Context: an optimization exercise on an open-source flow, tuned for small area. The choices shown serve that exercise and are no tape-out recipe. Only simulation tests tie the RTL to the original design; equivalence was not proved. Power and IR drop assume default switching activity.

==> design/flow/flow/run.sh <==
#!/bin/bash
# Standard ORFS layout with two changes: ports are buffered with buf_1, and
# CTS builds its tree from clkbuf_16 without dummy balancing loads.
set -euo pipefail
export BUFFER_PORTS_ARGS="-buffer_cell sky130_fd_sc_hd__buf_1"
export CTS_ARGS="-sink_clustering_enable -repair_clock_nets -dont_use_dummy_load -buf_list sky130_fd_sc_hd__clkbuf_16 -sink_clustering_size 28 -sink_clustering_max_diameter 80"
bash standard.sh finish > standard_finish.log 2>&1
==> design/flow/standard.sh <==
#!/bin/bash
# synth_recipe.tcl (not shown) runs the flow's synth.tcl, then flattens the netlist and writes it again
# the make line also repeats each setting of config.mk as NAME=value (left out here)
make -C /OpenROAD-flow-scripts/flow DESIGN_CONFIG=/design/flow/config.mk WORK_HOME=/design/flow/orfs CLKGATE_MAP_FILE= SYNTH_SCRIPT=/design/flow/synth_recipe.tcl "${@:-finish}"
==> design/flow/config.mk <==
export PLATFORM = sky130hd
export DESIGN_NAME = simon_pipeline
export DESIGN_NICKNAME = simon_pipeline
export VERILOG_FILES = /design/flow/design.v
export SDC_FILE = /design/flow/constraint.sdc
export NUM_CORES = 4
export LEC_CHECK = 0
export CAP_MARGIN = 20
export CORE_MARGIN = 2
export CORE_UTILIZATION = 70
export PLACE_DENSITY = 0.85
export SLEW_MARGIN = 20
==> design/flow/constraint.sdc <==
create_clock -name core_clock -period 5.0 [get_ports {clk}]
set_input_delay 1.0000 -clock core_clock [delete_from_list [all_inputs] [get_ports {clk}]]
set_output_delay 1.0000 -clock core_clock [all_outputs]
set_load 0.01 [all_outputs]
==> design/flow/design.v <==
module sigle_block(
    input  [15:0] in_low,
    input  [15:0] in_high,
    output [15:0] out_high
);
    assign out_high = in_low
                    ^ ({in_high[14:0],in_high[15]} & {in_high[7:0],in_high[15:8]})
                    ^ {in_high[13:0],in_high[15:14]};
endmodule
module simon_key(
    input  [63:0]  keytext,
    input          clk, rst,
    output [511:0] key_total
);
    localparam [61:0] Z = 62'b01100111000011010100100010111110110011100001101010010001011111;
    reg [15:0] c [0:30];
    reg [4:0]  cnt;    
    wire [15:0] t   = {c[30][2:0], c[30][15:3]} ^ c[28];
    wire [15:0] gen = c[27] ^ t ^ {t[0], t[15:1]} ^ {15'h7ffe, Z[cnt - 5'd1]};
    always @(posedge clk) begin
        if (!rst)
            cnt <= 5'd0;
        else if (cnt != 5'd28)
            cnt <= cnt + 5'd1;
    end
    integer j;
    always @(posedge clk) begin
        if (rst && cnt == 5'd0) begin
            c[27] <= keytext[15:0];
            c[28] <= keytext[31:16];
            c[29] <= keytext[47:32];
            c[30] <= keytext[63:48];
        end else if (rst && cnt != 5'd28) begin
            for (j = 0; j < 30; j = j + 1)
                c[j] <= c[j+1];
            c[30] <= gen;
        end
    end
    genvar g;
    generate
        for (g = 0; g < 31; g = g + 1) begin : out
            assign key_total[16*g+15:16*g] = c[g];
        end
    endgenerate
    assign key_total[511:496] = gen;
endmodule
module simon_pipeline(
    input  [31:0] plaintext,
    input  [63:0] keytext,
    input         clk, rst,
    output reg [31:0] ciphertext
);
    wire [511:0] key_total;
    simon_key key_generate(
        .keytext(keytext),
        .clk(clk),
        .rst(rst),
        .key_total(key_total)
    );
    reg  [15:0] x [0:31];
    reg  [15:0] w [0:31];
    wire [15:0] nx [0:31];
    genvar i;
    generate
        for (i = 0; i < 32; i = i + 1) begin : round
            sigle_block E(
                .in_low(w[i]),
                .in_high(x[i]),
                .out_high(nx[i])
            );
            if (i < 31) begin : st
                always @(posedge clk) begin
                    x[i+1] <= nx[i];
                    w[i+1] <= x[i] ^ key_total[16*(i+1)+15:16*(i+1)];
                end
            end
        end
    endgenerate
    always @(posedge clk) begin
        x[0] <= plaintext[31:16];
        w[0] <= plaintext[15:0] ^ key_total[15:0];
        ciphertext <= {nx[31], x[31]};
    end
endmodule
==> key figures, run 1 <==
Status
  – Status: complete, no violations

Critical path
  – Crit-path slowest cell: buf_4
  – WP data arrival: 3.07 ns
  – Reg2Reg Setup Slack: 2.19 ns
  – Slowest stage delay, CP: 0.55 ns
  – CP cell instances: inv_1, ha_1, nand4_1, and2_4, and2_4, buf_4
  – CP Class: reg -> reg
  – Reg2Reg Launch Point: key_generate.cnt[0]
  – CP Data Required Time: 5.26 ns
  – Worst-case reg-to-reg path depth: 6
  – RR Endpoint: key_generate.c[6][13]
  – CP Capture Type: register
  – Most frequent CP cell: and2_4
  – Crit-path max FO: 37
  – Startpoint types: register

Layout
  – Share of cells above drive strength 1: 0.0208
  – # nets final: 4,186
  – FILL cells: 4,740
  – Ant diodes: 0
  – Area delta synth->final: 6.50%
  – Fin util: 0.756
  – Final std cells w/o fill: 5,051

Timing
  – Worst-margin pin slew: 0.860 ns
  – Tmin final: 2.81 ns
  – Clock Skew: 0.0489 ns
  – Final worst setup slack: 2.19 ns
  – Fmax: 356 MHz
  – Slew headroom: 0.427
  – RSZ-0062 raised after global routing: no
  – Setup Viol. Count Final: 0
  – Fin crit share: 0.562
  – Setup TNS: 0 ns
  – Max-slew violations: 0
  – Hold Vio Cnt, Final: 0

Route
  – DRC violation total after the first TritonRoute iteration: 2,369
  – Wirelength per Cell: 21.1 um
  – Vias per inst: 5.35
  – Post-route DRC: 0
  – First-pass DRT Iterations: 5
  – Vias after detailed routing: 27.0k
  – Drt total wl: 107 mm
  – Antenna viol nets, final: 0

Place
  – IO Port Bufs: 129
  – HPWL Detailed: 76.8 mm
  – Place WS: 2.13 ns
  – Placer Congestion: 0.869
  – Post-placement cell count: 4,984

Worst hold path
  – HP Class: reg -> reg
  – Hold Path End: ciphertext[4]
  – Worst hold stages: 0
  – Hold_sp: x[31][4]

Global route
  – Gr ovfl total: 0
  – Largest net degree at the start of global routing: 82
  – Global-route wire length before repair: 161 mm
  – GRT Overall Usage: 0.274
  – Vias in the first global route: 27.3k
  – Initial antenna violation count: 0

CTS
  – CTS max path bufs: 3
  – PostCTS Resize Cnt: 0
  – Clk Latency, worst-skew pair: 0.65 ns
  – Reg clk slew, reported paths: 0.10 ns
  – Hold-fix buffers at CTS: 0
  – CTS tree: built
  – H-tree depth: 3
  – Sink Count: 1,557
  – CTS Buf Count: 66
  – Post-CTS Setup Inserts: 0
  – Root buf cell: clkbuf_16

Die
  – Die X: 279 um
  – Die ar.: 78,000 sq um
  – Initial Utilization: 0.710
  – Rows: 100
  – I/O pins: 130
  – Die H: 279 um
  – Placeable Area: 74,700 sq um

Pwr
  – Peak VDD IR: 0.412 mV
  – Power per cell area: 766 nW/um^2
  – Leakage: 0.0222 uW
  – Tot Pwr: 43,200 uW

Yosys
  – Avg Cell Area, Syn: 13.6 sq um
  – Post-Synthesis Cells: 3,892
  – Yosys warning count: 7
  – Distinct cell type count after synthesis: 28
  – Synthesis-stage register bit count: 1,557
  – Mapped cell area: 53,000 sq um
  – Syn Nets: 3,994
  – Part of the Yosys area used for sequential elements: 0.681

Run
  – MaxCap Viol Count: 0
-- power by group --
| part | switching, uW | internal [uW] |
|---|---|---|
| sequential | 5880 | 18500 |
| combinational | 5770 | 7120 |
| clock | 3550 | 2390 |
| total | 15200 | 28000 |
-- Yosys cell counts --
library cell | n | area share
a211oi_1 | 1 | 0.00014
or2_2 | 1 | 0.00012
nor2_1 | 21 | 0.0015
mux2i_1 | 1 | 0.00019
nor3_2 | 1 | 0.00019
xor2_1 | 1014 | 0.17
mux2_4 | 1 | 0.00028
nand3_1 | 3 | 0.00028
o22ai_1 | 1 | 0.00012
nand2_1 | 658 | 0.047
nor2b_1 | 1 | 0.00012
and4b_1 | 1 | 0.00019
a31oi_1 | 2 | 0.00024
buf_2 | 6 | 0.00057
edfxtp_1 | 496 | 0.28
ha_1 | 4 | 0.00094
a21oi_1 | 17 | 0.0016
clkbuf_1 | 10 | 0.00071
inv_1 | 5 | 0.00035
o21a_1 | 1 | 0.00014
buf_6 | 1 | 0.00021
nand4_1 | 1 | 0.00012
a221oi_1 | 1 | 0.00017
o21ai_0 | 2 | 0.00019
xnor2_1 | 578 | 0.095
and2_1 | 2 | 0.00024
dfxtp_1 | 1061 | 0.40
mux4_2 | 1 | 0.00042
-- critical path: cells and delay by family, from the launching register on --
family                   cells  cell delay (ns)
AND/OR/NAND/NOR              3             0.92
buffers and inverters        2             0.68
flip-flops                   1             0.53
adder cells (fa/ha/maj)      1             0.26
-- layout by cell type (no fill, tap or decap), types with 6 or more instances in the layout --
master / n
clkbuf_16: 66
buf_12: 6
dfxtp_1: 1061
xor2_1: 1014
nor2_1: 20
nand2_1: 658
a21oi_1: 17
xnor2_1: 578
buf_4: 6
edfxtp_1: 496
buf_1: 129
-- per-stage QoR --
step,instance area [sq um],hold WS (ns)
after CTS,56500,0.404
after detailed placement,54800,0.398
after global routing,56500,0.413
after floorplan,53000,0.374
final,56500,0.410
after global placement,54800,0.396
-- per-layer routing --
metal | GRT usage | wire, um | share of wire | vias to the layer above
li1 | - | - | - | 12647
met1 | 0.405 | 48300 | 0.45 | 13551
met2 | 0.438 | 50100 | 0.47 | 694
met3 | 0.0332 | 6120 | 0.057 | 128
met4 | 0.0653 | 2030 | 0.019 | 0
met5 | 0 | 0 | 0 | -
-- flip-flops by register name, indices dropped and copies added (netlist names) --
register	cells
ciphertext	32
key_generate.cnt	5
x	512
key_generate.c	496
w	512
-- area by class of cell --
cell class              count  area [sq um]  area share
flip-flops and latches   1557         36100       0.640
inverters                   5          18.8    0.000332
repair buffers            141           649      0.0115
well taps                 969          1210      0.0215
clock buffers              66          1650      0.0292
multi-input cells        2313         16800       0.298
-- how the worst max path moves through the flow --
stage | cells after the start | end | slack (ns) | from
2_1_floorplan | 2 | key_generate.c[0][0] | -0.12 | rst
3_3_place_gp | 5 | key_generate.c[6][13] | 2.16 | rst
3_5_place_dp | 5 | key_generate.c[5][13] | 2.13 | rst
4_1_cts | 6 | key_generate.c[6][13] | 2.21 | key_generate.cnt[0]
6_report | 6 | key_generate.c[6][13] | 2.19 | key_generate.cnt[0]
5_1_grt | 6 | key_generate.c[6][13] | 2.05 | key_generate.cnt[0]
-- cells by family after synthesis --
logic type,count (synthesis),synth area share
compound gates,25,0.00260
flops,1557,0.681
fa+ha+maj,4,0.000944
mux,3,0.000897
xor+xnor,1592,0.263
simple gates,689,0.0493
buf+inv,22,0.00184
==> run 2, diff against run 1 <==
==> design/flow/flow/run.sh (replaced) <==
#!/bin/bash
# Standard ORFS layout with two changes: ports are buffered with buf_1, and
# CTS builds its tree without dummy balancing loads.
set -euo pipefail
export BUFFER_PORTS_ARGS="-buffer_cell sky130_fd_sc_hd__buf_1"
export CTS_ARGS="-sink_clustering_enable -repair_clock_nets -dont_use_dummy_load -buf_list sky130_fd_sc_hd__clkbuf_8 -sink_clustering_size 16 -sink_clustering_max_diameter 50"
bash standard.sh finish > standard_finish.log 2>&1
--- a/design/flow/config.mk
+++ b/design/flow/config.mk
@@ -7,6 +7,6 @@
 export LEC_CHECK = 0
 export CAP_MARGIN = 20
 export CORE_MARGIN = 2
-export CORE_UTILIZATION = 70
-export PLACE_DENSITY = 0.85
+export CORE_UTILIZATION = 60
+export PLACE_DENSITY = 0.75
 export SLEW_MARGIN = 20
==> key figures, run 2 <==
Route
  – DRT met1 WL: 51.9 mm (+7.3%)
  – Metal3 WL: 6.37 mm (+4.1%)
  – Top Metal Used: met5
  – Post-route DRC: 0 (unchanged)
  – Met2 wire len: 47.7 mm (-4.8%)
  – Vias after detailed routing: 26.9k (-0.39%)
  – Vias per inst: 5.06 (-5.3%)
  – Drt total wl: 108 mm (+1.6%)
  – First-pass DRT Iterations: 7 (+2)
  – Wirelength per Cell: 20.4 um (-3.5%)
  – Antenna viol nets, final: 0 (unchanged)
  – DRC violation total after the first TritonRoute iteration: 2,048 (-14%)

Timing
  – Setup TNS: 0 ns (unchanged)
  – Hold Vio Cnt, Final: 0 (unchanged)
  – Setup Viol. Count Final: 0 (unchanged)
  – Fin crit share: 0.585 (+0.0233)
  – Tmin final: 2.93 ns (+0.116 ns)
  – Slew headroom: 0.375 (-0.0514)
  – Max-slew violations: 0 (unchanged)
  – Fmax: 342 MHz (-4.0%)
  – Clock Skew: 0.0622 ns (+0.0133 ns)
  – Worst-margin pin slew: 0.937 ns (+0.0771 ns)
  – RSZ-0062 raised after global routing: no
  – WHS: 0.260 ns (-0.150 ns)

Layout
  – FILL cells: 6,678 (+41%)
  – Biggest regs: w: 512 flops, x: 512 flops, key_generate.c: 496 flops
  – Register Area: 36,100 sq um (unchanged)
  – Post-route cell area: 56,900 sq um (+0.74%)
  – Share of cells above drive strength 1: 0.0366 (+0.0158)
  – Area delta synth->final: 7.29%
  – Area of the multi-input gates: 16,800 sq um (unchanged)
  – Fin util: 0.647 (-0.109)
  – Most frequent cells in the layout: dfxtp_1 (1,061), xor2_1 (1,014), nand2_1 (658)
  – # nets final: 4,253 (+1.6%)
  – Final std cells w/o fill: 5,315 (+5.2%)
  – Commonest non-fill, non-tap cell in the layout: dfxtp_1

Place
  – Post-placement cell count: 5,177 (+3.9%)
  – HPWL Detailed: 77.5 mm (+0.83%)
  – Placed cell area: 55,000 sq um (+0.36%)
  – Placer Congestion: 0.859 (-1.1%)
  – IO Port Bufs: 129 (unchanged)

Yosys
  – Synthesis-stage register bit count: 1,557 (unchanged)
  – Syn Nets: 3,994 (unchanged)
  – Top FF cell, synth: dfxtp_1
  – Part of the Yosys area used for sequential elements: 0.681 (unchanged)
  – Post-Synthesis Cells: 3,892 (unchanged)
  – Ranking of synthesized cells by area: dfxtp_1 (40%), edfxtp_1 (28%), xor2_1 (17%)
  – Synth area leader: dfxtp_1
  – EDFF count, synth: 496 (unchanged)
  – Most common cell in the synthesized netlist: dfxtp_1
  – Yosys warning count: 7 (unchanged)
  – Most common library cells after synthesis: dfxtp_1 (1,061), xor2_1 (1,014), nand2_1 (658)
  – Avg Cell Area, Syn: 13.6 sq um (unchanged)
  – Distinct cell type count after synthesis: 28 (unchanged)
  – Mapped cell area: 53,000 sq um (unchanged)
  – Synth top area share: 0.401 (unchanged)
  – Asr flop ratio synth: 0 (unchanged)

Die
  – Die X: 301 um (+7.9%)
  – Initial Utilization: 0.603 (-0.107)
  – Rows: 109 (+9.0%)
  – Die H: 301 um (+7.9%)
  – I/O pins: 130 (unchanged)
  – Die ar.: 90,800 sq um (+16%)
  – Placeable Area: 88,000 sq um (+18%)

Run
  – MaxCap Viol Count: 0 (unchanged)

CTS
  – Sink Count: 1,557 (unchanged)
  – H-tree depth: 4 (+1)
  – Reg clk slew, reported paths: 0.09 ns (about the same)
  – Post-CTS Setup Inserts: 0 (unchanged)
  – Root buf cell: clkbuf_8
  – PostCTS Resize Cnt: 0 (unchanged)
  – Hold-fix buffers at CTS: 0 (unchanged)
  – Clk Latency, worst-skew pair: 0.83 ns (+0.18 ns)
  – CTS Buf Count: 136 (+110%)
  – CTS tree: built
  – CTS max path bufs: 3 (unchanged)

Global route
  – Gr ovfl total: 0 (unchanged)
  – GRT Overall Usage: 0.240 (-0.0341)
  – Initial antenna violation count: 3 (+3)
  – Vias in the first global route: 26.6k (-2.5%)
  – Largest net degree at the start of global routing: 136 (+66%)
  – Global-route wire length before repair: 162 mm (+0.91%)

Worst hold path
  – HP Class: in -> reg

Pwr
  – Peak VDD IR: 0.363 mV (-12%)
  – Leakage: 0.0223 uW (+0.64%)
  – Power per cell area: 761 nW/um^2 (-0.66%)

Critical path
  – CP Data Required Time: 5.42 ns (+0.16 ns)
  – CP Capture Type: register
  – Crit-path max FO: 135 (+260%)
  – CP Class: reg -> reg
  – Startpoint types: register
  – WP data arrival: 3.35 ns (+0.28 ns)

Status
  – Status: complete, no violations
[run 2: changes by cell type in the layout (fill, tap and decap cells not counted), sizes merged]
cell,before,now
clkbuf,66,136
diode,0,1
buf,141,138
[run 2: cell families (layout without fill, tap and decap cells)]
group | count (synthesis) | count (layout) | synth area share
compound gates | 25 | 25 | 0.00260
xor+xnor | 1592 | 1592 | 0.263
fa+ha+maj | 4 | 4 | 0.000944
buf+inv | 22 | 279 | 0.00184
flops | 1557 | 1557 | 0.681
mux | 3 | 3 | 0.000897
other cells | 0 | 1 | 0
simple gates | 689 | 689 | 0.0493
[run 2: cell type report]
cell class	count	share of cell area
Antenna cell	1	0.0000440
Clock buffer	136	0.0329
Inverter	5	0.000330
Multi-Input combinational cell	2313	0.295
Sequential cell	1557	0.635
Tap cell	1165	0.0256
Timing Repair Buffer	138	0.0106
[run 2: routing by layer]
layer	vias to the layer above	GRT usage
li1	12766	-
met1	13364	0.363
met2	622	0.355
met3	161	0.0442
met4	2	0.0679
met5	-	0
[run 2: worst max-delay path: stages, from the launching register on]
cell and delay (ns):
dfxtp_1 0.50, inv_1 0.14, ha_1 0.27, nand4_1 0.23, and2_4 0.20, and2_4 0.39
buf_12 0.50
[run 2: power by group]
group	total (uW)	switching, uW	internal [uW]
sequential	24400	5850	18500
clock	6220	3790	2430
combinational	12700	5540	7110
[run 2: worst paths after layout]
path | from | endpoint | slack (ns) | cells after the start
setup reg to reg | key_generate.cnt[0] | key_generate.c[5][6] | 2.07 | 6
setup / recovery | key_generate.cnt[0] | key_generate.c[5][6] | 2.07 | 6
hold / removal | plaintext[27] | x[0][11] | 0.26 | 1
hold reg to reg | x[31][0] | ciphertext[0] | 0.39 | 0
[run 2: per-stage QoR]
step,power [uW],setup slack (ns)
finish,43300,2.07
global route,45800,1.93
CTS,43500,2.14
detailed placement,37300,2.10
global placement,37000,2.12
floorplan,32900,-0.124
==> run 3, diff against run 2 <==
==> design/flow/flow/run.sh (replaced) <==
#!/bin/bash
# Standard ORFS layout with two changes: ports are buffered with buf_1, and
# CTS builds its tree without dummy balancing loads.
set -euo pipefail
export BUFFER_PORTS_ARGS="-buffer_cell sky130_fd_sc_hd__buf_1"
export CTS_ARGS="-sink_clustering_enable -repair_clock_nets -dont_use_dummy_load -buf_list sky130_fd_sc_hd__clkbuf_8 -sink_clustering_size 19 -sink_clustering_max_diameter 60"
bash standard.sh finish > standard_finish.log 2>&1
--- a/design/flow/config.mk
+++ b/design/flow/config.mk
@@ -5,8 +5,8 @@
 export SDC_FILE = /design/flow/constraint.sdc
 export NUM_CORES = 4
 export LEC_CHECK = 0
-export CAP_MARGIN = 20
+export CAP_MARGIN = 5
 export CORE_MARGIN = 2
 export CORE_UTILIZATION = 60
 export PLACE_DENSITY = 0.75
-export SLEW_MARGIN = 20
+export SLEW_MARGIN = 5
==> key figures, run 3 <==
CTS
  – Hold-fix buffers at CTS: 0 (unchanged)
  – Post-CTS Setup Inserts: 0 (unchanged)
  – CTS tree: built
  – Clk Latency, worst-skew pair: 0.80 ns (-0.03 ns)
  – Root buf cell: clkbuf_8
  – CTS Buf Count: 104 (-24%)
  – CTS max path bufs: 3 (unchanged)
  – Sink Count: 1,557 (unchanged)
  – PostCTS Resize Cnt: 0 (unchanged)
  – Reg clk slew, reported paths: 0.11 ns (+0.02 ns)
  – H-tree depth: 3 (-1)

Pwr
  – Leakage: 0.0221 uW (-1.1%)
  – P_int: 27,500 uW (-2.1%)
  – Power per cell area: 754 nW/um^2 (-0.93%)
  – Flop pwr share: 0.574 (+0.010)
  – Peak VDD IR: 0.439 mV (+21%)
  – Sw frac: 0.353 (+0.00240)
  – Comb pwr share: 0.297 (+0.005)
  – Switching Power: 15,000 uW (-1.1%)
  – Clock network fraction of total power: 0.129 (-0.015)

Yosys
  – Syn Nets: 3,994 (unchanged)
  – Most common library cells after synthesis: dfxtp_1 (1,061), xor2_1 (1,014), nand2_1 (658)
  – Post-Synthesis Cells: 3,892 (unchanged)
  – Synth area leader: dfxtp_1
  – Avg Cell Area, Syn: 13.6 sq um (unchanged)
  – Multiplexer area fraction after synthesis: 0.000897 (unchanged)
  – Largest family of logic cells by synthesized area: XOR/XNOR gates
  – Part of the Yosys area used for sequential elements: 0.681 (unchanged)
  – Top FF cell, synth: dfxtp_1
  – EDFF count, synth: 496 (unchanged)
  – Synth Area in XOR/XNOR: 0.263 (unchanged)
  – Distinct cell type count after synthesis: 28 (unchanged)
  – Synth Area in Simple Gates: 0.0493 (unchanged)
  – Synth top area share: 0.401 (unchanged)
  – Synthesis-stage register bit count: 1,557 (unchanged)
  – Mapped cell area: 53,000 sq um (unchanged)
  – Ranking of synthesized cells by area: dfxtp_1 (40%), edfxtp_1 (28%), xor2_1 (17%)
  – Most common cell in the synthesized netlist: dfxtp_1
  – Yosys warning count: 7 (unchanged)
  – Adder-cell share of the synthesized area: 0.000944 (unchanged)
  – Complex-gate fraction of the synthesized area: 0.00260 (unchanged)
  – Asr flop ratio synth: 0 (unchanged)

Route
  – Vias after detailed routing: 26.7k (-0.80%)
  – Antenna viol nets, final: 0 (unchanged)
  – DRC violation total after the first TritonRoute iteration: 2,012 (-1.8%)
  – Drt total wl: 108 mm (-0.66%)
  – Vias per inst: 5.05 (-0.23%)
  – Wirelength per Cell: 20.4 um (about the same)
  – Post-route DRC: 0 (unchanged)
  – First-pass DRT Iterations: 5 (-2)

Critical path
  – CP Class: reg -> reg
  – CP Capture Type: register
  – Slowest stage delay, CP: 0.52 ns (+0.02 ns)
  – CP Data Required Time: 5.37 ns (-0.05 ns)
  – Reg2Reg Launch Point: key_generate.cnt[0]
  – Top delay family on crit path: simple AND/OR/NAND/NOR gates
  – Origin of the worst setup path: key_generate.cnt[0]
  – Most frequent CP cell: and2_4
  – Crit-path slowest cell: dfxtp_1
  – CP cell instances: inv_1, ha_1, nand4_1, and2_4, and2_4, buf_12
  – Buf+Inv Stages, Crit Path: 2 (unchanged)
  – Startpoint types: register
  – WP data arrival: 3.26 ns (-0.09 ns)
  – Crit-path max FO: 135 (unchanged)

Layout
  – # nets final: 4,220 (-0.78%)
  – Share of cells above drive strength 1: 0.0289 (-0.00772)
  – Biggest regs: w: 512 flops, x: 512 flops, key_generate.c: 496 flops
  – Most frequent cells in the layout: dfxtp_1 (1,061), xor2_1 (1,014), nand2_1 (658)
  – Commonest non-fill, non-tap cell in the layout: dfxtp_1
  – Area delta synth->final: 6.44%

Timing
  – Tmin final: 2.89 ns (-0.0376 ns)
  – RSZ-0062 raised after global routing: no
  – Fmax: 346 MHz (+1.3%)
  – Hold Vio Cnt, Final: 0 (unchanged)
  – Slew headroom: 0.220 (-0.156)
  – Worst-margin pin slew: 1.17 ns (+0.231 ns)
  – Clock Skew: 0.114 ns (+0.0522 ns)
  – Fin crit share: 0.578 (-0.00753)
  – Setup Viol. Count Final: 0 (unchanged)
  – Max-slew violations: 0 (unchanged)
  – WHS: 0.280 ns (+0.0200 ns)
  – Setup TNS: 0 ns (unchanged)

Worst hold path
  – HP Class: in -> reg
  – Hold_sp: plaintext[31]

Die
  – Initial Utilization: 0.603 (unchanged)
  – Die H: 301 um (unchanged)
  – I/O pins: 130 (unchanged)
  – Die ar.: 90,800 sq um (unchanged)
  – Die X: 301 um (unchanged)
  – Rows: 109 (unchanged)
  – Placeable Area: 88,000 sq um (unchanged)

Place
  – HPWL Detailed: 77.5 mm (unchanged)
  – Placer Congestion: 0.859 (unchanged)
  – IO Port Bufs: 129 (unchanged)

Global route
  – Initial antenna violation count: 3 (unchanged)
  – Vias in the first global route: 26.2k (-1.5%)
  – GRT Overall Usage: 0.237 (-0.00314)
  – Largest net degree at the start of global routing: 136 (unchanged)
  – Global-route wire length before repair: 161 mm (-0.71%)
  – Gr ovfl total: 0 (unchanged)

Run
  – MaxCap Viol Count: 0 (unchanged)

Status
  – Status: complete, no violations
[run 3: cell counts after synthesis]
No cell type changed its count.
[run 3: cell type report]
class                      count  area [sq um]
inverter                       5          18.8
fill                        6717         31500
antenna                        4          10.0
clock buffer                 104          1430
multi-input combinational   2313         16800
timing repair buffer         137           582
sequential                  1557         36100
tap                         1165          1460
[run 3: kinds of logic after synthesis]
| group | count (synthesis) |
|---|---|
| adder cells (fa/ha/maj) | 4 |
| XOR/XNOR | 1592 |
| AND/OR/NAND/NOR | 689 |
| AO/OA/AOI/OAI | 25 |
| buffers and inverters | 22 |
| multiplexers | 3 |
| flip-flops | 1557 |
[run 3: layer usage]
layer | routed length (um) | track usage
met1 | 52500 | 0.364
met2 | 47600 | 0.354
met3 | 5190 | 0.0365
met4 | 2220 | 0.0575
met5 | 13 | 0
[run 3: path summary, 6_finish.rpt]
| check | end | slack, ns | cells past startpoint |
|---|---|---|---|
| hold reg to reg | w[21][6] | 0.39 | 1 |
| setup / recovery | key_generate.c[5][5] | 2.11 | 6 |
| hold / removal | x[0][15] | 0.28 | 1 |
| setup reg to reg | key_generate.c[5][5] | 2.11 | 6 |
[run 3: metrics by stage]
stage	util	area (sq um)	cells	power, uW	setup WS, ns
after floorplan	-	53000	3892	32900	-0.124
after global placement	0.625	55000	5177	37000	2.12
after detailed placement	0.625	55000	5177	37300	2.10
after CTS	0.642	56400	5281	42800	2.17
after global routing	0.642	56400	5285	45000	1.97
final	0.642	56400	5285	42500	2.11
[run 3: power groups by stage]
stage               Sequential, uW  Clock, uW  Combinational, uW
floorplan                    22100          0              10800
global placement             24600          0              12300
detailed placement           24600          0              12700
CTS                          24400       5630              12800
global route                 24900       6060              14100
finish                       24400       5480              12600
[run 3: worst reg2reg max path, stage by stage (launching register included)]
cell	delay, ns
dfxtp_1	0.52
inv_1	0.15
ha_1	0.27
nand4_1	0.23
and2_4	0.20
and2_4	0.39
buf_12	0.54
==> run 4, diff against run 3 <==
--- a/design/flow/config.mk
+++ b/design/flow/config.mk
@@ -7,6 +7,6 @@
 export LEC_CHECK = 0
 export CAP_MARGIN = 5
 export CORE_MARGIN = 2
-export CORE_UTILIZATION = 60
-export PLACE_DENSITY = 0.75
+export CORE_UTILIZATION = 70
+export PLACE_DENSITY = 0.85
 export SLEW_MARGIN = 5
==> key figures, run 4 <==
Critical path
  – Crit-path max FO: 37 (-73%)
  – CP Data Required Time: 5.36 ns (about the same)
  – Startpoint types: register
  – CP Capture Type: register
  – CP Class: reg -> reg
  – WP data arrival: 3.19 ns (-0.07 ns)

Timing
  – Fmax: 354 MHz (+2.2%)
  – Clock Skew: 0.0705 ns (-0.0439 ns)
  – Hold Vio Cnt, Final: 0 (unchanged)
  – WHS: 0.334 ns (+0.0541 ns)
  – Max-slew violations: 0 (unchanged)
  – Tmin final: 2.83 ns (-0.0610 ns)
  – Final worst setup slack: 2.17 ns (+0.0610 ns)
  – RSZ-0062 raised after global routing: no
  – Setup TNS: 0 ns (unchanged)
  – Fin crit share: 0.565 (-0.0122)
  – Slew headroom: 0.227 (+0.00741)
  – Setup Viol. Count Final: 0 (unchanged)
  – Worst-margin pin slew: 1.16 ns (-0.0111 ns)

CTS
  – PostCTS Resize Cnt: 0 (unchanged)
  – Clk Latency, worst-skew pair: 0.75 ns (-0.05 ns)
  – Post-CTS Setup Inserts: 0 (unchanged)
  – CTS tree: built
  – CTS max path bufs: 3 (unchanged)
  – Hold-fix buffers at CTS: 0 (unchanged)
  – H-tree depth: 3 (unchanged)
  – CTS Buf Count: 95 (-8.7%)
  – Sink Count: 1,557 (unchanged)
  – Root buf cell: clkbuf_8
  – Reg clk slew, reported paths: 0.11 ns (about the same)

Layout
  – Share of cells above drive strength 1: 0.0275 (-0.00142)
  – Most frequent cells in the layout: dfxtp_1 (1,061), xor2_1 (1,014), nand2_1 (658)
  – Commonest non-fill, non-tap cell in the layout: dfxtp_1
  – # nets final: 4,214 (-0.14%)
  – Area of the multi-input gates: 16,800 sq um (unchanged)
  – Register Area: 36,100 sq um (unchanged)
  – FILL cells: 4,864 (-28%)
  – Fin util: 0.751 (+0.110)
  – Area delta synth->final: 5.82%
  – Biggest regs: w: 512 flops, x: 512 flops, key_generate.c: 496 flops

Die
  – Die ar.: 78,000 sq um (-14%)
  – I/O pins: 130 (unchanged)
  – Die X: 279 um (-7.3%)
  – Placeable Area: 74,700 sq um (-15%)
  – Initial Utilization: 0.710 (+0.107)
  – Rows: 100 (-8.3%)
  – Die H: 279 um (-7.3%)

Pwr
  – Tot Pwr: 42,500 uW (-0.16%)
  – Leakage: 0.0220 uW (-0.19%)
  – Power per cell area: 757 nW/um^2 (+0.42%)
  – Peak VDD IR: 0.402 mV (-8.5%)

Yosys
  – Most common library cells after synthesis: dfxtp_1 (1,061), xor2_1 (1,014), nand2_1 (658)
  – Most common cell in the synthesized netlist: dfxtp_1
  – Part of the Yosys area used for sequential elements: 0.681 (unchanged)
  – Mapped cell area: 53,000 sq um (unchanged)
  – Asr flop ratio synth: 0 (unchanged)
  – Top FF cell, synth: dfxtp_1
  – Synthesis-stage register bit count: 1,557 (unchanged)
  – Post-Synthesis Cells: 3,892 (unchanged)
  – Synth area leader: dfxtp_1
  – Synth top area share: 0.401 (unchanged)
  – Avg Cell Area, Syn: 13.6 sq um (unchanged)
  – Yosys warning count: 7 (unchanged)
  – Distinct cell type count after synthesis: 28 (unchanged)
  – Syn Nets: 3,994 (unchanged)
  – Ranking of synthesized cells by area: dfxtp_1 (40%), edfxtp_1 (28%), xor2_1 (17%)
  – EDFF count, synth: 496 (unchanged)

Route
  – DRC violation total after the first TritonRoute iteration: 2,125 (+5.6%)
  – Post-route DRC: 0 (unchanged)
  – First-pass DRT Iterations: 5 (unchanged)
  – Vias per inst: 5.32 (+5.3%)
  – Drt total wl: 106 mm (-1.5%)
  – Vias after detailed routing: 27.0k (+1.2%)
  – Wirelength per Cell: 20.9 um (+2.5%)
  – Antenna viol nets, final: 0 (unchanged)

Global route
  – Vias in the first global route: 27.4k (+4.6%)
  – Initial antenna violation count: 1 (-2)
  – Gr ovfl total: 0 (unchanged)
  – Largest net degree at the start of global routing: 82 (-40%)
  – Global-route wire length before repair: 160 mm (-0.63%)
  – GRT Overall Usage: 0.273 (+0.0363)

Place
  – IO Port Bufs: 129 (unchanged)
  – Placer Congestion: 0.869 (+1.1%)
  – Place WS: 2.13 ns (+0.0266 ns)
  – HPWL Detailed: 76.8 mm (-0.82%)

Status
  – Status: complete, no violations

Worst hold path
  – HP Class: in -> reg

Run
  – MaxCap Viol Count: 0 (unchanged)
==> run 4: cell counts after synthesis <==
No cell type changed its count.
==> run 4: path summary, 6_finish.rpt <==
path                        from                   end  slack, ns  depth (start not counted)
max          key_generate.cnt[0]  key_generate.c[8][5]       2.17                          6
min                plaintext[22]               x[0][6]       0.33                          1
max reg2reg  key_generate.cnt[0]  key_generate.c[8][5]       2.17                          6
min reg2reg             x[31][4]         ciphertext[4]       0.40                          0
==> run 4: report_power, final <==
part,switching [uW],total [uW],leakage [uW],internal [uW]
registers,5850,24400,0.0137,18500
clock network,3540,5260,0.000683,1710
logic,5700,12800,0.00762,7120
total,15100,42500,0.0220,27400
==> run 4: logic make-up after synthesis <==
group / synth area share
XOR/XNOR: 0.263
multiplexers: 0.000897
adder cells (fa/ha/maj): 0.000944
buffers and inverters: 0.00184
AND/OR/NAND/NOR: 0.0493
AO/OA/AOI/OAI: 0.00260
flip-flops: 0.681
==> run 4: routing by layer <==
metal,vias to the layer above,share of wire,GRT usage
li1,12672,-,-
met1,13518,0.46,0.402
met2,669,0.46,0.431
met3,170,0.052,0.0383
met4,0,0.023,0.0726
met5,-,0,0
==> run 4: worst max-delay path: stages (launching register included) <==
cell	delay (ns)
dfxtp_1	0.53
inv_1	0.13
ha_1	0.26
nand4_1	0.21
and2_4	0.19
and2_4	0.52
buf_4	0.54
==> run 4: per-stage QoR <==
| stage | std cells | cell area (sq um) |
|---|---|---|
| floorplan | 3892 | 53000 |
| global placement | 4984 | 54800 |
| detailed placement | 4984 | 54800 |
| CTS | 5079 | 56100 |
| global route | 5080 | 56100 |
| finish | 5080 | 56100 |
==> run 4: layout make-up <==
cell class / count / area share
Timing Repair Buffer: 140 / 0.0112
Tap cell: 969 / 0.0216
Clock buffer: 95 / 0.0233
Multi-Input combinational cell: 2313 / 0.300
Sequential cell: 1557 / 0.644
Inverter: 5 / 0.000334
Antenna cell: 1 / 0.0000446
==> run 5, diff against run 4 <==
==> design/flow/config.mk (replaced) <==
export PLATFORM = sky130hd
export DESIGN_NAME = simon_pipeline
export DESIGN_NICKNAME = simon_pipeline
export VERILOG_FILES = /design/flow/design.v
export SDC_FILE = /design/flow/constraint.sdc
export NUM_CORES = 4
export LEC_CHECK = 0
export CAP_MARGIN = 20
export CORE_MARGIN = 2
export CORE_UTILIZATION = 60
export PLACE_DENSITY = 0.75
export SLEW_MARGIN = 20
==> key figures, run 5 <==
Status
  – Status: complete, no violations

Critical path
  – Reg2Reg Setup Slack: 2.12 ns (-0.05 ns)
  – Slowest stage delay, CP: 0.52 ns (-0.02 ns)
  – Crit-path slowest cell: dfxtp_1
  – CP Data Required Time: 5.37 ns (about the same)
  – CP cell instances: inv_1, ha_1, nand4_1, and2_4, and2_4, buf_12
  – CP Capture Type: register
  – Origin of the worst setup path: key_generate.cnt[0]
  – Worst-case reg-to-reg path depth: 6 (unchanged)
  – WP data arrival: 3.25 ns (+0.06 ns)
  – Startpoint types: register
  – RR Endpoint: key_generate.c[5][5]
  – End of the critical path: key_generate.c[5][5]
  – Crit-path max FO: 135 (+260%)
  – Most frequent CP cell: and2_4
  – Reg2Reg Launch Point: key_generate.cnt[0]
  – CP Class: reg -> reg

Yosys
  – Most common cell in the synthesized netlist: dfxtp_1
  – Asr flop ratio synth: 0 (unchanged)
  – EDFF count, synth: 496 (unchanged)
  – Synthesis-stage register bit count: 1,557 (unchanged)
  – Distinct cell type count after synthesis: 28 (unchanged)
  – Most common library cells after synthesis: dfxtp_1 (1,061), xor2_1 (1,014), nand2_1 (658)
  – Top FF cell, synth: dfxtp_1
  – Synth area leader: dfxtp_1
  – Yosys warning count: 7 (unchanged)
  – Mapped cell area: 53,000 sq um (unchanged)
  – Post-Synthesis Cells: 3,892 (unchanged)
  – Part of the Yosys area used for sequential elements: 0.681 (unchanged)
  – Avg Cell Area, Syn: 13.6 sq um (unchanged)
  – Ranking of synthesized cells by area: dfxtp_1 (40%), edfxtp_1 (28%), xor2_1 (17%)
  – Syn Nets: 3,994 (unchanged)
  – Synth top area share: 0.401 (unchanged)

CTS
  – Sink Count: 1,557 (unchanged)
  – Reg clk slew, reported paths: 0.11 ns (about the same)
  – H-tree depth: 3 (unchanged)
  – Clk Latency, worst-skew pair: 0.80 ns (+0.05 ns)
  – CTS Buf Count: 104 (+9.5%)
  – Root buf cell: clkbuf_8
  – Post-CTS Setup Inserts: 0 (unchanged)
  – PostCTS Resize Cnt: 0 (unchanged)
  – CTS tree: built
  – CTS max path bufs: 3 (unchanged)
  – Hold-fix buffers at CTS: 0 (unchanged)

Timing
  – Fmax: 347 MHz (-1.8%)
  – WHS: 0.281 ns (-0.0528 ns)
  – Final worst setup slack: 2.12 ns (-0.0506 ns)
  – Setup Viol. Count Final: 0 (unchanged)
  – Fin crit share: 0.576 (+0.0101)
  – Clock Skew: 0.112 ns (+0.0417 ns)
  – Hold Vio Cnt, Final: 0 (unchanged)
  – Slew headroom: 0.388 (+0.161)
  – RSZ-0062 raised after global routing: no
  – Max-slew violations: 0 (unchanged)
  – Worst-margin pin slew: 0.917 ns (-0.239 ns)
  – Tmin final: 2.88 ns (+0.0506 ns)

Place
  – Placer Congestion: 0.859 (-1.1%)
  – Place WS: 2.10 ns (-0.0266 ns)
  – HPWL Detailed: 77.5 mm (+0.83%)
  – IO Port Bufs: 129 (unchanged)

Global route
  – Gr ovfl total: 0 (unchanged)
  – Global-route wire length before repair: 161 mm (+0.64%)
  – Largest net degree at the start of global routing: 136 (+66%)
  – Vias in the first global route: 26.2k (-4.4%)
  – GRT Overall Usage: 0.237 (-0.0363)
  – Initial antenna violation count: 3 (+2)

Layout
  – # nets final: 4,221 (+0.17%)
  – Commonest non-fill, non-tap cell in the layout: dfxtp_1
  – FILL cells: 6,715 (+38%)
  – Most frequent cells in the layout: dfxtp_1 (1,061), xor2_1 (1,014), nand2_1 (658)
  – Share of cells above drive strength 1: 0.0291 (+0.00165)
  – Biggest regs: w: 512 flops, x: 512 flops, key_generate.c: 496 flops
  – Area delta synth->final: 6.48%

Pwr
  – Power per cell area: 753 nW/um^2 (-0.50%)
  – Leakage: 0.0221 uW (+0.23%)
  – Peak VDD IR: 0.437 mV (+8.9%)

Worst hold path
  – HP Class: in -> reg

Die
  – Die H: 301 um (+7.9%)
  – Die X: 301 um (+7.9%)
  – Placeable Area: 88,000 sq um (+18%)
  – Rows: 109 (+9.0%)
  – I/O pins: 130 (unchanged)
  – Die ar.: 90,800 sq um (+16%)
  – Initial Utilization: 0.603 (-0.107)

Route
  – DRC violation total after the first TritonRoute iteration: 2,103 (-1.0%)
  – Antenna viol nets, final: 0 (unchanged)
  – Wirelength per Cell: 20.3 um (-2.5%)
  – First-pass DRT Iterations: 5 (unchanged)
  – Vias after detailed routing: 26.7k (-1.2%)
  – Vias per inst: 5.05 (-5.1%)
  – Post-route DRC: 0 (unchanged)
  – Drt total wl: 108 mm (+1.5%)

Run
  – MaxCap Viol Count: 0 (unchanged)
[run 5: cell counts after synthesis]
Identical to the previous run, type by type.
[run 5: cells by family after synthesis]
kind of cell             synth area share
AO/OA/AOI/OAI                     0.00260
XOR/XNOR                            0.263
adder cells (fa/ha/maj)          0.000944
buffers and inverters             0.00184
flip-flops                          0.681
multiplexers                     0.000897
AND/OR/NAND/NOR                    0.0493
[run 5: worst min path at each step]
stage                       start             end  slack, ns  cells past startpoint
global placement        x[31][11]  ciphertext[11]       0.40                      0
global route        plaintext[31]        x[0][15]       0.23                      1
CTS                 plaintext[24]         x[0][8]       0.20                      1
floorplan                x[31][4]   ciphertext[4]       0.37                      0
detailed placement      x[31][11]  ciphertext[11]       0.39                      0
finish              plaintext[31]        x[0][15]       0.28                      1
[run 5: per-layer routing]
metal | routed length, um | part of all wire | global-route usage
met5 | 13 | 0.00012 | 0
met4 | 2220 | 0.021 | 0.0575
met3 | 5650 | 0.053 | 0.0365
met2 | 47600 | 0.44 | 0.354
met1 | 52000 | 0.48 | 0.364
[run 5: layout make-up]
| class | instances | area (sq um) | area share |
|---|---|---|---|
| inverters | 5 | 18.8 | 0.000332 |
| flip-flops and latches | 1557 | 36100 | 0.640 |
| well taps | 1165 | 1460 | 0.0258 |
| diodes | 4 | 10.0 | 0.000177 |
| multi-input cells | 2313 | 16800 | 0.298 |
| clock buffers | 104 | 1430 | 0.0254 |
| repair buffers | 138 | 602 | 0.0107 |
[run 5: stage by stage]
step | total power [uW] | std cells | instance area (sq um) | utilization | setup TNS, ns
floorplan | 32900 | 3892 | 53000 | - | -53.70
global placement | 37000 | 5177 | 55000 | 0.625 | 0
detailed placement | 37300 | 5177 | 55000 | 0.625 | 0
CTS | 42800 | 5281 | 56400 | 0.642 | 0
global route | 45000 | 5286 | 56500 | 0.642 | 0
finish | 42500 | 5286 | 56500 | 0.642 | 0
[run 5: worst max-delay path: cells and delay by family, from the launching register on]
family,cells,cell delay (ns)
buf+inv,2,0.65
flops,1,0.52
simple gates,3,0.82
fa+ha+maj,1,0.27
[run 5: power by group]
group          internal, uW  switching [uW]  total (uW)
Clock                  1860            3630        5490
Sequential            18500            5850       24400
Combinational          7110            5520       12600
==> run 6, diff against run 5 <==
==> design/flow/flow/run.sh (replaced) <==
#!/bin/bash
# Standard ORFS layout with two changes: ports are buffered with buf_1, and
# CTS builds its tree without dummy balancing loads.
set -euo pipefail
export BUFFER_PORTS_ARGS="-buffer_cell sky130_fd_sc_hd__buf_1"
export CTS_ARGS="-sink_clustering_enable -repair_clock_nets -dont_use_dummy_load -buf_list sky130_fd_sc_hd__clkbuf_8 -sink_clustering_size 20 -sink_clustering_max_diameter 65"
bash standard.sh finish > standard_finish.log 2>&1
--- a/design/flow/config.mk
+++ b/design/flow/config.mk
@@ -5,8 +5,8 @@
 export SDC_FILE = /design/flow/constraint.sdc
 export NUM_CORES = 4
 export LEC_CHECK = 0
-export CAP_MARGIN = 20
+export CAP_MARGIN = 5
 export CORE_MARGIN = 2
 export CORE_UTILIZATION = 60
 export PLACE_DENSITY = 0.75
-export SLEW_MARGIN = 20
+export SLEW_MARGIN = 5
==> key figures, run 6 <==
Status
  – Status: complete, no violations

Global route
  – Largest net degree at the start of global routing: 136 (unchanged)
  – Vias in the first global route: 26.2k (-0.25%)
  – GRT Overall Usage: 0.236 (-0.000741)
  – Global-route wire length before repair: 161 mm (-0.33%)
  – Initial antenna violation count: 3 (unchanged)
  – Gr ovfl total: 0 (unchanged)

Critical path
  – Worst-case reg-to-reg path depth: 6 (unchanged)
  – WP data arrival: 3.31 ns (+0.06 ns)
  – CP Data Required Time: 5.37 ns (about the same)
  – CP Capture Type: register
  – CP cell instances: inv_1, ha_1, nand4_1, and2_4, and2_4, buf_12
  – Most frequent CP cell: and2_4
  – Crit-path slowest cell: dfxtp_1
  – Startpoint types: register
  – Crit-path max FO: 135 (unchanged)
  – Slowest stage delay, CP: 0.52 ns (about the same)
  – CP Class: reg -> reg

Place
  – Post-placement cell count: 5,177 (unchanged)
  – Place WS: 2.10 ns (unchanged)
  – Placer Congestion: 0.859 (unchanged)
  – IO Port Bufs: 129 (unchanged)
  – HPWL Detailed: 77.5 mm (unchanged)
  – Placed cell area: 55,000 sq um (unchanged)

Pwr
  – P_int: 27,300 uW (-0.70%)
  – Peak VDD IR: 0.356 mV (-19%)
  – Flop pwr share: 0.577 (+0.003)
  – Power per cell area: 751 nW/um^2 (-0.24%)
  – Comb pwr share: 0.299 (+0.002)
  – Sw frac: 0.354 (+0.000921)
  – Clock network fraction of total power: 0.124 (-0.005)
  – Leakage: 0.0220 uW (-0.40%)
  – Switching Power: 15,000 uW (-0.30%)

Route
  – DRC violation total after the first TritonRoute iteration: 2,086 (-0.81%)
  – DRT met1 WL: 52.0 mm (about the same)
  – First-pass DRT Iterations: 5 (unchanged)
  – Wirelength per Cell: 20.3 um (about the same)
  – Top Metal Used: met5
  – Drt total wl: 107 mm (-0.38%)
  – Post-route DRC: 0 (unchanged)
  – Met2 wire len: 47.6 mm (-0.14%)
  – Vias per inst: 5.06 (+0.12%)
  – Metal3 WL: 5.56 mm (-1.7%)
  – Antenna viol nets, final: 0 (unchanged)
  – Vias after detailed routing: 26.6k (-0.16%)

Yosys
  – Part of the Yosys area used for sequential elements: 0.681 (unchanged)
  – Most common library cells after synthesis: dfxtp_1 (1,061), xor2_1 (1,014), nand2_1 (658)
  – Yosys warning count: 7 (unchanged)
  – Distinct cell type count after synthesis: 28 (unchanged)
  – Asr flop ratio synth: 0 (unchanged)
  – EDFF count, synth: 496 (unchanged)
  – Most common cell in the synthesized netlist: dfxtp_1
  – Ranking of synthesized cells by area: dfxtp_1 (40%), edfxtp_1 (28%), xor2_1 (17%)
  – Post-Synthesis Cells: 3,892 (unchanged)
  – Synth area leader: dfxtp_1
  – Syn Nets: 3,994 (unchanged)
  – Synth top area share: 0.401 (unchanged)
  – Avg Cell Area, Syn: 13.6 sq um (unchanged)
  – Synthesis-stage register bit count: 1,557 (unchanged)
  – Mapped cell area: 53,000 sq um (unchanged)
  – Top FF cell, synth: dfxtp_1

Layout
  – FILL cells: 6,732 (+0.25%)
  – Biggest regs: w: 512 flops, x: 512 flops, key_generate.c: 496 flops
  – Commonest non-fill, non-tap cell in the layout: dfxtp_1
  – # nets final: 4,209 (-0.28%)
  – Register Area: 36,100 sq um (unchanged)
  – Area of the multi-input gates: 16,800 sq um (unchanged)
  – Area delta synth->final: 6.14%
  – Share of cells above drive strength 1: 0.0263 (-0.00284)
  – Post-route cell area: 56,300 sq um (-0.32%)
  – Final std cells w/o fill: 5,271 (-0.28%)
  – Most frequent cells in the layout: dfxtp_1 (1,061), xor2_1 (1,014), nand2_1 (658)

Die
  – I/O pins: 130 (unchanged)
  – Rows: 109 (unchanged)
  – Initial Utilization: 0.603 (unchanged)
  – Die X: 301 um (unchanged)
  – Placeable Area: 88,000 sq um (unchanged)
  – Die ar.: 90,800 sq um (unchanged)
  – Die H: 301 um (unchanged)

Timing
  – Hold Vio Cnt, Final: 0 (unchanged)
  – Fmax: 340 MHz (-2.2%)
  – Tmin final: 2.94 ns (+0.0636 ns)
  – RSZ-0062 raised after global routing: no
  – Setup Viol. Count Final: 0 (unchanged)
  – Final worst setup slack: 2.06 ns (-0.0636 ns)
  – Max-slew violations: 0 (unchanged)
  – WHS: 0.313 ns (+0.0320 ns)
  – Slew headroom: 0.225 (-0.164)
  – Clock Skew: 0.0653 ns (-0.0469 ns)
  – Fin crit share: 0.588 (+0.0127)
  – Worst-margin pin slew: 1.16 ns (+0.243 ns)

CTS
  – PostCTS Resize Cnt: 0 (unchanged)
  – Root buf cell: clkbuf_8
  – Post-CTS Setup Inserts: 0 (unchanged)
  – CTS tree: built
  – CTS max path bufs: 3 (unchanged)
  – Clk Latency, worst-skew pair: 0.75 ns (-0.05 ns)
  – Hold-fix buffers at CTS: 0 (unchanged)
  – CTS Buf Count: 93 (-11%)
  – Sink Count: 1,557 (unchanged)
  – Reg clk slew, reported paths: 0.11 ns (about the same)
  – H-tree depth: 3 (unchanged)

Worst hold path
  – HP Class: in -> reg
  – Worst hold stages: 1 (unchanged)

Run
  – MaxCap Viol Count: 0 (unchanged)
[run 6: layer usage]
metal	track usage	vias to the layer above
li1	-	12669
met4	0.0563	2
met3	0.0332	129
met5	0	-
met1	0.364	13258
met2	0.355	591
[run 6: power by group through the flow]
stage	clock, uW	combinational (uW)	sequential, uW
2_1_floorplan	0	10800	22100
3_3_place_gp	0	12300	24600
3_5_place_dp	0	12700	24600
4_1_cts	5390	12800	24400
5_1_grt	5810	14100	24900
6_report	5250	12600	24400
[run 6: cell families (layout without fill, tap and decap cells)]
family | Yosys count | after routing | synth area share
XOR/XNOR | 1592 | 1592 | 0.263
AO/OA/AOI/OAI | 25 | 25 | 0.00260
adder cells (fa/ha/maj) | 4 | 4 | 0.000944
flip-flops | 1557 | 1557 | 0.681
buffers and inverters | 22 | 235 | 0.00184
multiplexers | 3 | 3 | 0.000897
other | 0 | 1 | 0
AND/OR/NAND/NOR | 689 | 689 | 0.0493
[run 6: final timing paths]
kind,from,endpoint,slack (ns)
setup / recovery,key_generate.cnt[0],key_generate.c[6][10],2.06
hold / removal,plaintext[31],x[0][15],0.31
setup reg to reg,key_generate.cnt[0],key_generate.c[6][10],2.06
hold reg to reg,x[31][15],ciphertext[15],0.39
[run 6: final cells by class]
class / instances / share of cell area
clock buffer: 93 / 0.0227
multi-input combinational: 2313 / 0.299
antenna: 1 / 0.0000445
inverter: 5 / 0.000333
timing repair buffer: 137 / 0.0103
tap: 1165 / 0.0259
sequential: 1557 / 0.642
[run 6: per-stage QoR]
step,util,total power [uW],setup TNS (ns)
floorplan,-,32900,-53.70
global route,0.640,44700,0
CTS,0.640,42500,0
detailed placement,0.625,37300,0
finish,0.640,42300,0
global placement,0.625,37000,0
[run 6: critical path, delay by kind of cell (launching register included)]
family / cells / cell delay [ns]
flip-flops: 1 / 0.52
buffers and inverters: 2 / 0.64
adder cells (fa/ha/maj): 1 / 0.27
AND/OR/NAND/NOR: 3 / 0.82
==> run 7, diff against run 6 <==
--- a/design/flow/design.v
+++ b/design/flow/design.v
@@ -13,10 +13,12 @@
     output [511:0] key_total
 );
     localparam [61:0] Z = 62'b01100111000011010100100010111110110011100001101010010001011111;
-    reg [15:0] c [0:30];
+    reg [15:0] c [0:29];
     reg [4:0]  cnt;    
-    wire [15:0] t   = {c[30][2:0], c[30][15:3]} ^ c[28];
-    wire [15:0] gen = c[27] ^ t ^ {t[0], t[15:1]} ^ {15'h7ffe, Z[cnt - 5'd1]};
+    wire [15:0] t   = {c[29][2:0], c[29][15:3]} ^ c[27];
+    wire [15:0] gen = c[26] ^ t ^ {t[0], t[15:1]} ^ {15'h7ffe, Z[cnt - 5'd1]};
+    wire [15:0] u   = {c[2][2:0], c[2][15:3]} ^ c[0];
+    wire [15:0] rk0 = c[3] ^ u ^ {u[0], u[15:1]} ^ {15'h7ffe, Z[0]};
     always @(posedge clk) begin
         if (!rst)
             cnt <= 5'd0;
@@ -26,20 +28,21 @@
     integer j;
     always @(posedge clk) begin
         if (rst && cnt == 5'd0) begin
-            c[27] <= keytext[15:0];
-            c[28] <= keytext[31:16];
-            c[29] <= keytext[47:32];
-            c[30] <= keytext[63:48];
+            c[26] <= keytext[15:0];
+            c[27] <= keytext[31:16];
+            c[28] <= keytext[47:32];
+            c[29] <= keytext[63:48];
         end else if (rst && cnt != 5'd28) begin
-            for (j = 0; j < 30; j = j + 1)
+            for (j = 0; j < 29; j = j + 1)
                 c[j] <= c[j+1];
-            c[30] <= gen;
+            c[29] <= gen;
         end
     end
+    assign key_total[15:0] = rk0;
     genvar g;
     generate
-        for (g = 0; g < 31; g = g + 1) begin : out
-            assign key_total[16*g+15:16*g] = c[g];
+        for (g = 0; g < 30; g = g + 1) begin : out
+            assign key_total[16*g+31:16*g+16] = c[g];
         end
     endgenerate
     assign key_total[511:496] = gen;
==> key figures, run 7 <==
Yosys
  – Synth area leader: dfxtp_1
  – EDFF count, synth: 480 (-3.2%)
  – Avg Cell Area, Syn: 13.5 sq um (-0.93%)
  – Most common library cells after synthesis: dfxtp_1 (1,061), xor2_1 (999), nand2_1 (658)
  – Most common cell in the synthesized netlist: dfxtp_1
  – Asr flop ratio synth: 0 (unchanged)
  – Synthesis-stage register bit count: 1,541 (-1.0%)
  – Yosys warning count: 7 (unchanged)
  – Distinct cell type count after synthesis: 28 (unchanged)
  – Ranking of synthesized cells by area: dfxtp_1 (40%), edfxtp_1 (27%), xor2_1 (17%)
  – Post-Synthesis Cells: 3,924 (+0.82%)
  – Synth top area share: 0.401 (+0.000454)
  – Mapped cell area: 53,000 sq um (-0.11%)
  – Syn Nets: 4,026 (+0.80%)
  – Top FF cell, synth: dfxtp_1
  – Part of the Yosys area used for sequential elements: 0.673 (-0.00830)

Global route
  – Vias in the first global route: 27.2k (+4.0%)
  – Initial antenna violation count: 1 (-2)
  – Largest net degree at the start of global routing: 78 (-43%)
  – M2 GR Usage: 0.429 (+0.0741)
  – Gr ovfl total: 0 (unchanged)
  – M1 GR Usage: 0.350 (-0.0141)
  – GRT met3 Usage: 0.0287 (-0.00454)
  – Global-route wire length before repair: 170 mm (+6.0%)
  – GRT Overall Usage: 0.252 (+0.0151)
  – Busiest grt layer: met2

Layout
  – Area delta synth->final: 6.25%
  – Most frequent cells in the layout: dfxtp_1 (1,061), xor2_1 (999), nand2_1 (658)
  – Share of cells above drive strength 1: 0.0280 (+0.00168)
  – # nets final: 4,249 (+0.95%)
  – Commonest non-fill, non-tap cell in the layout: dfxtp_1
  – Final std cells w/o fill: 5,304 (+0.63%)
  – Biggest regs: w: 512 flops, x: 512 flops, key_generate.c: 480 flops

Critical path
  – Reg2Reg Launch Point: key_generate.cnt[0]
  – Worst-case reg-to-reg path depth: 6 (unchanged)
  – Most frequent CP cell: and2_4
  – Slowest stage delay, CP: 0.80 ns (+0.28 ns)
  – CP Class: reg -> reg
  – Crit-path slowest cell: and2_4
  – CP cell instances: inv_1, ha_1, nand4_1, and2_4, and2_4, buf_4
  – CP Capture Type: register
  – Reg2Reg Setup Slack: 1.91 ns (-0.15 ns)
  – Crit-path max FO: 60 (-56%)
  – Startpoint types: register
  – WP data arrival: 3.45 ns (+0.14 ns)
  – RR Endpoint: key_generate.c[19][9]
  – CP Data Required Time: 5.36 ns (about the same)

Timing
  – Fmax: 323 MHz (-4.9%)
  – Slew headroom: 0.240 (+0.0151)
  – WHS: 0.305 ns (-0.00876 ns)
  – Hold Vio Cnt, Final: 0 (unchanged)
  – Tmin final: 3.09 ns (+0.151 ns)
  – Worst-margin pin slew: 1.14 ns (-0.0226 ns)
  – Max-slew violations: 0 (unchanged)
  – Fin crit share: 0.618 (+0.0301)
  – Final worst setup slack: 1.91 ns (-0.151 ns)
  – RSZ-0062 raised after global routing: no
  – Clock Skew: 0.0930 ns (+0.0277 ns)
  – Setup Viol. Count Final: 0 (unchanged)
  – Setup TNS: 0 ns (unchanged)

Die
  – Placeable Area: 87,200 sq um (-0.92%)
  – I/O pins: 130 (unchanged)
  – Rows: 108 (-0.92%)
  – Initial Utilization: 0.608 (+0.00489)
  – Die ar.: 90,700 sq um (-0.11%)
  – Die H: 301 um (about the same)
  – Die X: 301 um (about the same)

Worst hold path
  – Hold Path End: x[0][9]
  – Worst hold stages: 1 (unchanged)
  – Hold_sp: plaintext[25]
  – HP Class: in -> reg

Route
  – Vias after detailed routing: 26.6k (-0.026%)
  – Wirelength per Cell: 21.3 um (+5.0%)
  – First-pass DRT Iterations: 5 (unchanged)
  – Antenna viol nets, final: 0 (unchanged)
  – DRC violation total after the first TritonRoute iteration: 2,076 (-0.48%)
  – Vias per inst: 5.02 (-0.65%)
  – Post-route DRC: 0 (unchanged)
  – Drt total wl: 113 mm (+5.7%)

Pwr
  – Flop pwr share: 0.565 (-0.012)
  – Tot Pwr: 43,000 uW (+1.7%)
  – Peak VDD IR: 0.436 mV (+22%)
  – Switching Power: 15,500 uW (+3.8%)
  – Clock network fraction of total power: 0.121 (-0.003)
  – P_int: 27,500 uW (+0.60%)
  – Leakage: 0.0220 uW (-0.22%)
  – Sw frac: 0.361 (+0.00715)
  – Comb pwr share: 0.314 (+0.015)
  – Power per cell area: 764 nW/um^2 (+1.7%)

CTS
  – Clk Latency, worst-skew pair: 0.78 ns (+0.03 ns)
  – Hold-fix buffers at CTS: 0 (unchanged)
  – Sink Count: 1,541 (-1.0%)
  – Reg clk slew, reported paths: 0.12 ns (about the same)
  – Root buf cell: clkbuf_8
  – Post-CTS Setup Inserts: 0 (unchanged)
  – H-tree depth: 3 (unchanged)
  – CTS tree: built
  – CTS max path bufs: 3 (unchanged)
  – CTS Buf Count: 91 (-2.2%)
  – PostCTS Resize Cnt: 0 (unchanged)

Run
  – MaxCap Viol Count: 0 (unchanged)

Place
  – HPWL Detailed: 84.0 mm (+8.4%)
  – IO Port Bufs: 129 (unchanged)
  – Place WS: 1.86 ns (-0.247 ns)
  – Post-placement cell count: 5,209 (+0.62%)
  – Placer Congestion: 0.864 (+0.54%)

Status
  – Status: complete, no violations
==> run 7: changes by cell type after synthesis <==
cell      previous run  this run
edfxtp_1           496       480
xor2_1            1014       999
xnor2_1            578       641
==> run 7: worst max path at each step <==
stage / from / end / slack [ns] / depth (start not counted)
final: key_generate.cnt[0] / key_generate.c[19][9] / 1.91 / 6
after global routing: key_generate.cnt[0] / key_generate.c[25][2] / 1.72 / 6
after CTS: key_generate.cnt[0] / key_generate.c[25][2] / 1.89 / 6
after detailed placement: rst / key_generate.c[22][9] / 1.86 / 5
after global placement: rst / key_generate.c[2][5] / 1.88 / 5
after floorplan: rst / key_generate.c[0][0] / -0.01 / 2
==> run 7: cells by family (layout without fill, tap and decap cells) <==
family / count (synthesis) / after routing / share of synthesized area
xor gates and xnor gates: 1640 / 1640 / 0.271
DFF: 1541 / 1541 / 0.673
and+or+nand+nor: 689 / 689 / 0.0494
AOI/OAI and AO/OA: 25 / 25 / 0.00260
buffers and inverters: 22 / 243 / 0.00184
adders and majority gates: 4 / 4 / 0.000945
muxes: 3 / 3 / 0.000898
other: 0 / 4 / 0
==> run 7: area by class of cell <==
cell class,count,area [sq um]
repair buffers,147,669
fillers,6662,30900
flip-flops and latches,1541,35700
multi-input cells,2361,17200
inverters,5,18.8
well taps,1155,1450
clock buffers,91,1250
diodes,4,10.0
==> run 7: metal layers <==
metal | vias up | routed length (um) | part of all wire
met2 | 543 | 55800 | 0.49
met5 | - | 0 | 0
met1 | 13185 | 51000 | 0.45
li1 | 12762 | - | -
met4 | 0 | 2190 | 0.019
met3 | 152 | 4250 | 0.038
==> run 7: power by group through the flow <==
stage	clock network [uW]	registers, uW	logic, uW
after CTS	5310	24300	13600
after detailed placement	0	24600	13400
after global routing	5740	24800	14900
final	5200	24300	13500
after global placement	0	24600	13200
after floorplan	0	22100	11100
==> run 7: through the flow <==
stage               area (sq um)  utilization
CTS                        56300        0.646
finish                     56300        0.646
floorplan                  53000            -
global route               56300        0.646
global placement           55000        0.631
detailed placement         55000        0.631
==> run 7: critical path: cells and delay by family (launching register included) <==
family	cells	cell delay, ns
AND/OR/NAND/NOR	3	1.21
buffers and inverters	2	0.57
flip-flops	1	0.53
adder cells (fa/ha/maj)	1	0.27
==> run 8, diff against run 7 <==
==> design/flow/flow/run.sh (replaced) <==
#!/bin/bash
# Standard ORFS layout with two changes: ports are buffered with buf_1, and
# CTS builds its tree without dummy balancing loads.
set -euo pipefail
export BUFFER_PORTS_ARGS="-buffer_cell sky130_fd_sc_hd__buf_1"
export CTS_ARGS="-sink_clustering_enable -repair_clock_nets -dont_use_dummy_load -buf_list sky130_fd_sc_hd__clkbuf_8 -sink_clustering_size 19 -sink_clustering_max_diameter 60"
bash standard.sh finish > standard_finish.log 2>&1
--- a/design/flow/config.mk
+++ b/design/flow/config.mk
@@ -7,6 +7,6 @@
 export LEC_CHECK = 0
 export CAP_MARGIN = 5
 export CORE_MARGIN = 2
-export CORE_UTILIZATION = 60
-export PLACE_DENSITY = 0.75
+export CORE_UTILIZATION = 70
+export PLACE_DENSITY = 0.85
 export SLEW_MARGIN = 5
==> key figures, run 8 <==
Timing
  – Setup Viol. Count Final: 0 (unchanged)
  – Fmax: 345 MHz (+6.6%)
  – Worst-margin pin slew: 1.10 ns (-0.0389 ns)
  – Max-slew violations: 0 (unchanged)
  – RSZ-0062 raised after global routing: no
  – Setup TNS: 0 ns (unchanged)
  – Hold Vio Cnt, Final: 0 (unchanged)
  – Fin crit share: 0.580 (-0.0382)

Die
  – Die X: 279 um (-7.3%)
  – I/O pins: 130 (unchanged)
  – Rows: 100 (-7.4%)
  – Initial Utilization: 0.709 (+0.101)
  – Die ar.: 77,900 sq um (-14%)
  – Die H: 279 um (-7.3%)
  – Placeable Area: 74,700 sq um (-14%)

CTS
  – Clk Latency, worst-skew pair: 0.74 ns (-0.04 ns)
  – Sink Count: 1,541 (unchanged)
  – Reg clk slew, reported paths: 0.11 ns (about the same)
  – Hold-fix buffers at CTS: 0 (unchanged)
  – CTS tree: built
  – PostCTS Resize Cnt: 0 (unchanged)
  – H-tree depth: 3 (unchanged)
  – Post-CTS Setup Inserts: 0 (unchanged)
  – Root buf cell: clkbuf_8
  – CTS Buf Count: 97 (+6.6%)
  – CTS max path bufs: 3 (unchanged)

Critical path
  – Startpoint types: register
  – Reg2Reg Setup Slack: 2.10 ns (+0.19 ns)
  – CP Data Required Time: 5.37 ns (about the same)
  – CP Class: reg -> reg
  – WP data arrival: 3.27 ns (-0.18 ns)

Layout
  – Share of cells above drive strength 1: 0.0270 (-0.000939)
  – Area delta synth->final: 5.82%
  – Most frequent cells in the layout: dfxtp_1 (1,061), xor2_1 (999), nand2_1 (658)
  – Final std cells w/o fill: 5,112 (-3.6%)
  – FILL cells: 4,801 (-28%)
  – Biggest regs: w: 512 flops, x: 512 flops, key_generate.c: 480 flops
  – Area of the multi-input gates: 17,200 sq um (unchanged)
  – Register Area: 35,700 sq um (unchanged)
  – # nets final: 4,245 (-0.094%)

Global route
  – Largest net degree at the start of global routing: 93 (+19%)
  – Global-route wire length before repair: 170 mm (+0.11%)
  – GRT Overall Usage: 0.295 (+0.0436)
  – Vias in the first global route: 27.7k (+1.8%)
  – Gr ovfl total: 0 (unchanged)

Yosys
  – Top FF cell, synth: dfxtp_1
  – Part of the Yosys area used for sequential elements: 0.673 (unchanged)
  – Yosys warning count: 7 (unchanged)
  – Distinct cell type count after synthesis: 28 (unchanged)
  – Synthesis-stage register bit count: 1,541 (unchanged)
  – Syn Nets: 4,026 (unchanged)
  – Synth area leader: dfxtp_1
  – Most common cell in the synthesized netlist: dfxtp_1
  – EDFF count, synth: 480 (unchanged)
  – Mapped cell area: 53,000 sq um (unchanged)
  – Most common library cells after synthesis: dfxtp_1 (1,061), xor2_1 (999), nand2_1 (658)

Worst hold path
  – HP Class: in -> reg

Place
  – HPWL Detailed: 82.7 mm (-1.5%)
  – IO Port Bufs: 129 (unchanged)
  – Post-placement cell count: 5,013 (-3.8%)
  – Placer Congestion: 0.913 (+5.7%)

Route
  – Antenna viol nets, final: 0 (unchanged)
  – Drt total wl: 114 mm (+0.67%)
  – Wirelength per Cell: 22.3 um (+4.5%)
  – Vias after detailed routing: 27.3k (+2.3%)
  – Post-route DRC: 0 (unchanged)
  – Vias per inst: 5.33 (+6.2%)

Run
  – MaxCap Viol Count: 0 (unchanged)

Pwr
  – Peak VDD IR: 0.463 mV (+6.3%)
  – Leakage: 0.0219 uW (about the same)

Status
  – Status: complete, no violations
[run 8: changes by cell type in the layout (fill, tap and decap cells not counted), sizes merged]
cell    previous run  this run
buf              147       137
clkbuf            91        97
diode              4         2
[run 8: through the flow]
stage / total power, uW / hold WS [ns] / setup slack [ns] / utilization / cell area [sq um]
2_1_floorplan: 33300 / 0.374 / -0.0146 / - / 53000
3_3_place_gp: 37400 / 0.390 / 2.01 / 0.732 / 54700
3_5_place_dp: 37900 / 0.393 / 1.93 / 0.732 / 54700
4_1_cts: 43200 / 0.297 / 2.04 / 0.750 / 56000
5_1_grt: 45500 / 0.306 / 1.88 / 0.750 / 56000
6_report: 43300 / 0.343 / 2.10 / 0.750 / 56000
[run 8: cells by family after synthesis]
family,Yosys count,share of synthesized area
xor gates and xnor gates,1640,0.271
DFF,1541,0.673
and+or+nand+nor,689,0.0494
AOI/OAI and AO/OA,25,0.00260
buffers and inverters,22,0.00184
muxes,3,0.000898
adders and majority gates,4,0.000945
[run 8: path summary, 6_finish.rpt]
check	startpoint	to	cells past startpoint
setup / recovery	key_generate.cnt[0]	key_generate.c[12][4]	6
hold / removal	plaintext[28]	x[0][12]	1
setup reg to reg	key_generate.cnt[0]	key_generate.c[12][4]	6
hold reg to reg	x[31][13]	ciphertext[13]	0
[run 8: metal layers]
layer / global-route usage / share of wire
met1: 0.438 / 0.45
met2: 0.450 / 0.45
met3: 0.0581 / 0.077
met4: 0.0746 / 0.025
met5: 0 / 0.00011
[run 8: report_power, final]
group / internal, uW / switching (uW) / leakage, uW
logic: 7330 / 6100 / 0.00767
clock network: 1750 / 3550 / 0.000697
registers: 18500 / 6030 / 0.0136
total: 27600 / 15700 / 0.0219
[run 8: area by class of cell]
class / instances / share of cell area
diodes: 2 / 0.0000893
clock buffers: 97 / 0.0238
inverters: 5 / 0.000335
multi-input cells: 2361 / 0.307
flip-flops and latches: 1541 / 0.636
well taps: 969 / 0.0216
repair buffers: 137 / 0.0106
[run 8: critical path, cell delays in order, from the launching register on]
cell and delay, ns:
dfxtp_1 0.52, inv_1 0.14, ha_1 0.26, nand4_1 0.20, and2_4 0.19, and2_4 0.59, buf_4 0.61

Setup slack of run 8, layout unchanged: 2.099 ns with ideal ports, 2.099 ns with driving cells assumed (clock clkbuf_16, inputs buf_2), 1.989 ns with port delays also shifted by the 0.784 ns mid clock arrival.
